This is an optimization exercise on Yosys and OpenROAD, whose aim is small area, not a production implementation.
Only simulation tests tie the RTL to the original design; equivalence was not proved.
Power and IR drop assume default switching activity.

== the previous run ==
==> flow/design.v <==
`timescale 1ns / 1ps
module pcpu(
 input wire clock, enable, reset, start,
 input wire [15:0] d_datain,
 input wire [15:0] i_datain,
 output  [7:0] i_addr,
 output  [7:0] d_addr,
 output  [15:0] d_dataout,
 output  d_we
    );
reg [15:0] gr [7:0];
reg [7:0] gv;           
reg state;
reg [7:0] pc;
reg [15:8] id_hi;       
reg [7:0] id_lo;        
reg [15:8] ex_hi;
reg [7:0] ex_lo;
reg [2:0] mem_d;        
reg m_ctl, m_a, m_b;
reg [2:0] wb_d;
reg w_nw, w_ht, c1v;
reg [15:0] reg_A, reg_B, reg_C, reg_C1, smdr1;
reg nf, zf, cf_q, dw;
wire exec = state;
wire [15:0] id_ir = {id_hi, id_lo};
wire [15:0] ex_ir = {ex_hi, ex_lo};
always @(posedge clock)
  if (!reset) state <= 1'b0;
  else if (state) state <= enable & ~w_ht;
  else state <= enable & start;
assign i_addr = pc;
wire [4:0] iop = i_datain[15:11];
wire [4:0] idop = id_ir[15:11];
wire [4:0] exop = ex_ir[15:11];
wire i_rr = iop == 5'b01000 || iop == 5'b10001 || iop == 5'b01011 || iop == 5'b10111 ||
            iop == 5'b01100 || iop == 5'b01101 || iop == 5'b01111 || iop == 5'b01110;
wire i_sh = iop[4:2] == 3'b001 || iop == 5'b00011;
wire id_ld = idop == 5'b00010;
wire ex_ld = exop == 5'b00010;
wire hz2 = (id_ld && id_ir[10:8] == i_datain[6:4]) || (ex_ld && ex_ir[10:8] == i_datain[6:4]);
wire hz3 = (id_ld && id_ir[10:8] == i_datain[2:0]) || (ex_ld && ex_ir[10:8] == i_datain[2:0]);
wire stall = (i_rr && (hz2 || hz3)) || (i_sh && hz2) ||
             id_ir[15:14] == 2'b11 || ex_ir[15:14] == 2'b11;
wire taken = m_ctl & m_a;
wire m_ld = !m_ctl & !m_a & m_b;
wire [8:0] pcc;
wire [7:0] pc_inc;
assign pcc[0] = 1'b1;
genvar pj;
generate for (pj = 0; pj < 8; pj = pj + 1) begin : g_inc
  assign pc_inc[pj] = pc[pj] ^ pcc[pj];
  assign pcc[pj+1] = pc[pj] & pcc[pj];
end endgenerate
always @(posedge clock or negedge reset)
  if (!reset) begin
    id_hi <= 8'b0;
    pc <= 8'b0;
  end else if (exec) begin
    if (stall) begin
      id_hi <= 8'b0;
    end else if (taken) begin
      id_hi <= 8'b0;
      pc <= reg_C[7:0];
    end else begin
      id_hi <= i_datain[15:8];
      pc <= pc_inc;
    end
  end
always @(posedge clock)
  if (exec) id_lo <= i_datain[7:0];
wire [2:0] r1 = id_ir[10:8], r2 = id_ir[6:4], r3 = id_ir[2:0];
wire [2:0] exd = ex_ir[10:8];
wire id_ctl = idop[4:3] == 2'b11;
wire id_jmp = idop == 5'b11000;
wire id_st = idop == 5'b00011;
wire id_a1 = (id_ctl && !id_jmp) || idop == 5'b10000 || idop == 5'b01001 || idop == 5'b10011;
wire id_imlo = id_ctl || idop == 5'b01001 || idop == 5'b10011;
wire id_imhi = idop == 5'b10000;
wire a_fw = !id_a1 && !id_ld && !id_jmp;
wire a_ex = r2 == exd;
wire a_wb = r2 == wb_d;
wire a_mm = r2 == mem_d;
wire sa_ex = exec & a_fw & a_ex;
wire sa_wb = exec & a_fw & !a_ex & a_wb;
wire sa_mm = exec & a_fw & !a_ex & !a_wb & a_mm;
wire sa_rf = exec & !id_jmp & !(a_fw & (a_ex | a_wb | a_mm));
wire [2:0] ra = id_a1 ? r1 : r2;
wire b_fw = !id_st && !id_imlo && !id_imhi;
wire b_ex = r3 == exd;
wire b_wb = r3 == wb_d;
wire b_mm = r3 == mem_d;
wire sb_ex = exec & b_fw & b_ex;
wire sb_wb = exec & b_fw & !b_ex & b_wb;
wire sb_mm = exec & b_fw & !b_ex & !b_wb & b_mm;
wire sb_rf = exec & !id_imlo & !id_imhi & !(b_fw & (b_ex | b_wb | b_mm));
wire [2:0] rb = id_st ? r1 : r3;
wire [15:0] ALUo;
reg [15:0] rfa, rfb;
integer k;
always @(*) begin
  rfa = 16'b0;
  rfb = 16'b0;
  for (k = 0; k < 8; k = k + 1) begin
    rfa = rfa | ({16{sa_rf & gv[k] & (ra == k)}} & gr[k]);
    rfb = rfb | ({16{sb_rf & gv[k] & (rb == k)}} & gr[k]);
  end
end
wire [15:0] a_nx = ({16{sa_ex}} & ALUo) | ({16{sa_wb}} & reg_C1) |
                   ({16{sa_mm}} & reg_C) | rfa;
wire [15:0] b_nx = ({16{sb_ex}} & ALUo) | ({16{sb_wb}} & reg_C1) |
                   ({16{sb_mm}} & reg_C) | rfb |
                   ({16{exec & id_imlo}} & {8'b0, id_ir[7:0]}) |
                   ({16{exec & id_imhi}} & {id_ir[7:0], 8'b0});
always @(posedge clock) begin
  reg_A <= a_nx | ({16{~exec}} & reg_A);
  reg_B <= b_nx | ({16{~exec}} & reg_B);
end
always @(posedge clock or negedge reset)
  if (!reset) ex_hi <= 8'b0;
  else if (exec) ex_hi <= id_hi;
always @(posedge clock)
  if (exec) ex_lo <= id_lo;
wire ex_ctl = exop[4:3] == 2'b11;
wire ex_ls = exop[4:1] == 4'b0001;        
wire ex_sub = exop == 5'b01011 || exop == 5'b10011 || exop == 5'b10111 || exop == 5'b01100;
wire ex_add = ex_ctl || ex_ls || exop == 5'b10000 || exop == 5'b01000 ||
              exop == 5'b01001 || exop == 5'b10001 || ex_sub;
wire ex_and = exop == 5'b01101, ex_or = exop == 5'b01111, ex_xor = exop == 5'b01110;
wire ex_shf = exop[4:2] == 3'b001;
wire ex_hold = !(ex_add || ex_and || ex_or || ex_xor || ex_shf);
wire cin = (exop == 5'b10001) ? cf_q : (exop == 5'b10111) ? ~cf_q : ex_sub;
wire [15:0] bop = ex_ls ? {12'b0, ex_ir[3:0]} : reg_B;
wire [15:0] bx = bop ^ {16{ex_sub}};
wire [15:0] p = reg_A ^ bx;
wire [15:0] g = reg_A & bx;
wire [16:0] cy;
assign cy[0] = cin;
genvar gi;
generate for (gi = 0; gi < 16; gi = gi + 1) begin : g_add
  assign cy[gi+1] = g[gi] | (p[gi] & cy[gi]);
end endgenerate
wire cout = cy[16];
wire [15:0] xx = ({16{ex_add}} & cy[15:0]) | ({16{ex_or}} & g) | ({16{ex_and}} & (reg_A | reg_B));
wire [15:0] lo = p ^ xx;
wire [3:0] sh = ex_ir[3:0];
wire sh_r = exop[1];
wire sh_f = exop[1] & exop[0] & reg_A[15];    
wire [15:0] st0, st1, st2, st3, shr;
function [15:0] shstage(input [15:0] x, input en, input r, input f, input integer d);
  integer i;
  begin
    for (i = 0; i < 16; i = i + 1)
      if (!en) shstage[i] = x[i];
      else if (!r) shstage[i] = (i >= d) ? x[i-d] : 1'b0;
      else shstage[i] = (i + d <= 15) ? x[i+d] : f;
  end
endfunction
assign st1 = shstage(reg_A, sh[0], sh_r, sh_f, 1);
assign st2 = shstage(st1, sh[1], sh_r, sh_f, 2);
assign st3 = shstage(st2, sh[2], sh_r, sh_f, 4);
assign shr = shstage(st3, sh[3], sh_r, sh_f, 8);
wire [3:0] shi = (exop[1] ^ exop[0]) ? sh - 4'b0001 : ~sh;
wire shc = reg_A[shi];
assign ALUo = ({16{exec & (ex_add | ex_and | ex_or | ex_xor)}} & lo) |
              ({16{exec & ex_shf}} & shr) |
              ({16{~exec | ex_hold}} & reg_C);
reg cf;
always @(*)
  if (exop == 5'b01000) cf = p[15] ^ cout;
  else if (exop == 5'b10000 || exop == 5'b01001 || exop == 5'b10001) cf = cout;
  else if (ex_sub) cf = ~cout;
  else if (ex_and || ex_or || ex_xor) cf = 1'b0;
  else if (ex_shf) cf = shc;
  else cf = cf_q;
reg cond;
always @(*)
  case (exop[2:0])
    3'b000, 3'b001: cond = 1'b1;
    3'b010: cond = zf;
    3'b011: cond = ~zf;
    3'b100: cond = nf;
    3'b101: cond = ~nf;
    3'b110: cond = cf_q;
    default: cond = ~cf_q;
  endcase
always @(posedge clock or negedge reset)
  if (!reset) begin
    reg_C <= 16'b0;
    cf_q <= 1'b0;
    dw <= 1'b0;
    mem_d <= 3'b0;
    m_ctl <= 1'b0; m_a <= 1'b0; m_b <= 1'b0;
  end else begin
    reg_C <= ALUo;
    if (exec) begin
    cf_q <= cf;
    dw <= exop == 5'b00011;
    mem_d <= exd;
    m_ctl <= ex_ctl;
    m_a <= ex_ctl ? cond : (exop == 5'b00011 || exop == 5'b01100 || exop == 5'b00001);
    m_b <= !ex_ctl && (ex_ld || exop == 5'b00001);
    end
  end
always @(posedge clock) if (exec) begin
  smdr1 <= reg_B;
  if (!ex_ctl && !ex_ld && exop != 5'b00011) begin
    zf <= ALUo == 16'b0;
    nf <= ALUo[15];
  end
end
assign d_dataout = smdr1;
assign d_we = dw;
assign d_addr = reg_C[7:0];
always @(posedge clock or negedge reset)
  if (!reset) begin
    wb_d <= 3'b0;
    w_nw <= 1'b0;
    w_ht <= 1'b0;
    c1v <= 1'b0;
  end else if (exec) begin
    wb_d <= mem_d;
    w_nw <= m_ctl | (m_a & !m_b);
    w_ht <= !m_ctl & m_a & m_b;
    c1v <= 1'b1;
  end
wire c1_ld = exec & m_ld;
wire c1_c = exec & !m_ctl & !m_ld;
always @(posedge clock)
  reg_C1 <= ({16{c1_ld}} & d_datain) | ({16{c1_c}} & reg_C) |
            ({16{!(c1_ld | c1_c)}} & reg_C1);
wire gwe = exec & !w_nw;
genvar gj;
generate for (gj = 0; gj < 8; gj = gj + 1) begin : g_gv
  always @(posedge clock or negedge reset)
    if (!reset) gv[gj] <= 1'b0;
    else if (gwe && c1v && wb_d == gj) gv[gj] <= 1'b1;
end endgenerate
always @(posedge clock)
  if (exec && !w_nw) gr[wb_d] <= reg_C1;
endmodule
==> flow/config.mk <==
export PLATFORM = sky130hd
export DESIGN_NAME = pcpu
export DESIGN_NICKNAME = pcpu
export VERILOG_FILES = /design/flow/design.v
export SDC_FILE = /design/flow/constraint.sdc
export NUM_CORES = 4
export LEC_CHECK = 0
export CAP_MARGIN = 20
export CORE_MARGIN = 2
export CORE_UTILIZATION = 40
export PLACE_DENSITY = 0.6
export SLEW_MARGIN = 20
==> flow/constraint.sdc <==
create_clock -name core_clock -period 8.0 [get_ports {clock}]
set_input_delay 1.6000 -clock core_clock [delete_from_list [all_inputs] [get_ports {clock}]]
set_output_delay 1.6000 -clock core_clock [all_outputs]
set_load 0.01 [all_outputs]
standard.sh (not shown) runs the stock make flow with config.mk's settings and CLKGATE_MAP_FILE= SYNTH_SCRIPT=/design/flow/synth_recipe.tcl, a recipe that flattens the netlist after the stock synthesis.
==> flow/flow/run.sh <==
#!/bin/bash
# Own layout flow: the standard flow (standard.sh, the ORFS make flow with
# the standard flow's config.mk and knobs) with two changes:
#  - synthesis is synth_recipe.tcl unchanged except that ABC maps the logic with
#    an area-oriented script (flow/area.abc); every Yosys step that creates or
#    names registers is the standard one, so the registers are the standard
#    synthesis's, by name and cell;
#  - the port buffers that global placement inserts are the smallest buffer;
#  - clock tree synthesis uses clkbuf_4 in clusters of up to 8 sinks (50 um) and
#    inserts no dummy loads.
# Each tool's full output goes to the ORFS logs under orfs/logs and to
# own_flow.log in the work folder.
set -euo pipefail
W=$(pwd)
F=$W/flow
export OWN_ABC_SCRIPT=$F/area.abc
cat > $W/own_synth.tcl <<EOT
proc abc {args} {
  set i [lsearch -exact \$args -script]
  if {\$i >= 0} { lset args [expr {\$i + 1}] \$::env(OWN_ABC_SCRIPT) }
  yosys abc {*}\$args
}
source $W/synth_recipe.tcl
EOT
grep -q "SYNTH_SCRIPT=" standard.sh
sed -e "s#SYNTH_SCRIPT=[^ ]*#SYNTH_SCRIPT=$W/own_synth.tcl 'BUFFER_PORTS_ARGS=-buffer_cell sky130_fd_sc_hd__buf_1' 'CTS_ARGS=-sink_clustering_enable -repair_clock_nets -dont_use_dummy_load -buf_list sky130_fd_sc_hd__clkbuf_4 -sink_clustering_size 8 -sink_clustering_max_diameter 50'#" \
  standard.sh > $W/own_standard.sh
bash $W/own_standard.sh finish > $W/own_flow.log 2>&1
test -s $W/out/final.def
==> flow/flow/area.abc <==
&get -n
&st
&syn4
&dch
&nf -R 2000
&put
diff inputs: the previous run => the current run
--- a/flow/design.v
+++ b/flow/design.v
@@ -224,18 +224,14 @@
     w_ht <= !m_ctl & m_a & m_b;
     c1v <= 1'b1;
   end
-wire c1_ld = exec & m_ld;
-wire c1_c = exec & !m_ctl & !m_ld;
-always @(posedge clock)
-  reg_C1 <= ({16{c1_ld}} & d_datain) | ({16{c1_c}} & reg_C) |
-            ({16{!(c1_ld | c1_c)}} & reg_C1);
-wire gwe = exec & !w_nw;
-genvar gj;
-generate for (gj = 0; gj < 8; gj = gj + 1) begin : g_gv
-  always @(posedge clock or negedge reset)
-    if (!reset) gv[gj] <= 1'b0;
-    else if (gwe && c1v && wb_d == gj) gv[gj] <= 1'b1;
-end endgenerate
+always @(posedge clock)
+  if (exec) begin
+    if (m_ld) reg_C1 <= d_datain;
+    else if (!m_ctl) reg_C1 <= reg_C;
+  end
+always @(posedge clock or negedge reset)
+  if (!reset) gv <= 8'b0;
+  else if (exec && !w_nw) gv[wb_d] <= c1v;
 always @(posedge clock)
   if (exec && !w_nw) gr[wb_d] <= reg_C1;
 endmodule
## What came out
- The current run: flow completed, timing, DRC and antenna clean
- Area taken by multi-input logic gates ended up 85 um^2 higher on the current run than on the previous run.
- The current run vs the previous run — mean routed wirelength per cell dropped by a few percent
- The current run vs. the previous run: total power went down by 2.8%.
- The higher critical path depth came out of the current run.
- [diff] wire length of the first global-routing pass, the current run relative to the previous run: improvement
- The previous run -> the current run: synthesized area increased slightly
- The run showing the smaller number of enable flip-flop cells after synthesis is the previous run.
- The run showing the smaller clock power is the previous run.
- Going from the previous run to the current run, routed wire length dropped 1.6%; smallest setup slack after layout climbed 0.23 ns.

-- afterwards: timing with drivers on the ports --
The results above use ideal ports. As a check the final layouts listed here were re-extracted and re-timed, cells and wires unchanged.
Step 1: set_driving_cell puts a clkbuf_16 on clock and a buf_2 on each other input, an assumption about the parent block.
Step 2 moves the port delays by t, midway between the first and last clock arrival at a register: inputs arrive t later, outputs are due t later. That takes back most of the time a late clock gives input paths.
Three values: no drivers, after step 1, after step 2; two values: the first two.
| run | shift t [ns] | setup WS [ns] | worst setup path after step 2 | latest minus earliest clock arrival (ns) | worst slew at a driven data input, ns |
|---|---|---|---|---|---|
| the previous run | 0.687 | 1.078 / 1.078 / 1.078 | register to register | 0.148 / 0.148 | 0.04 |
| the current run | 0.698 | 1.303 / 1.303 / 1.303 | register to register | 0.062 / 0.061 | 0.04 |
After both steps setup and hold are still met in every run listed.
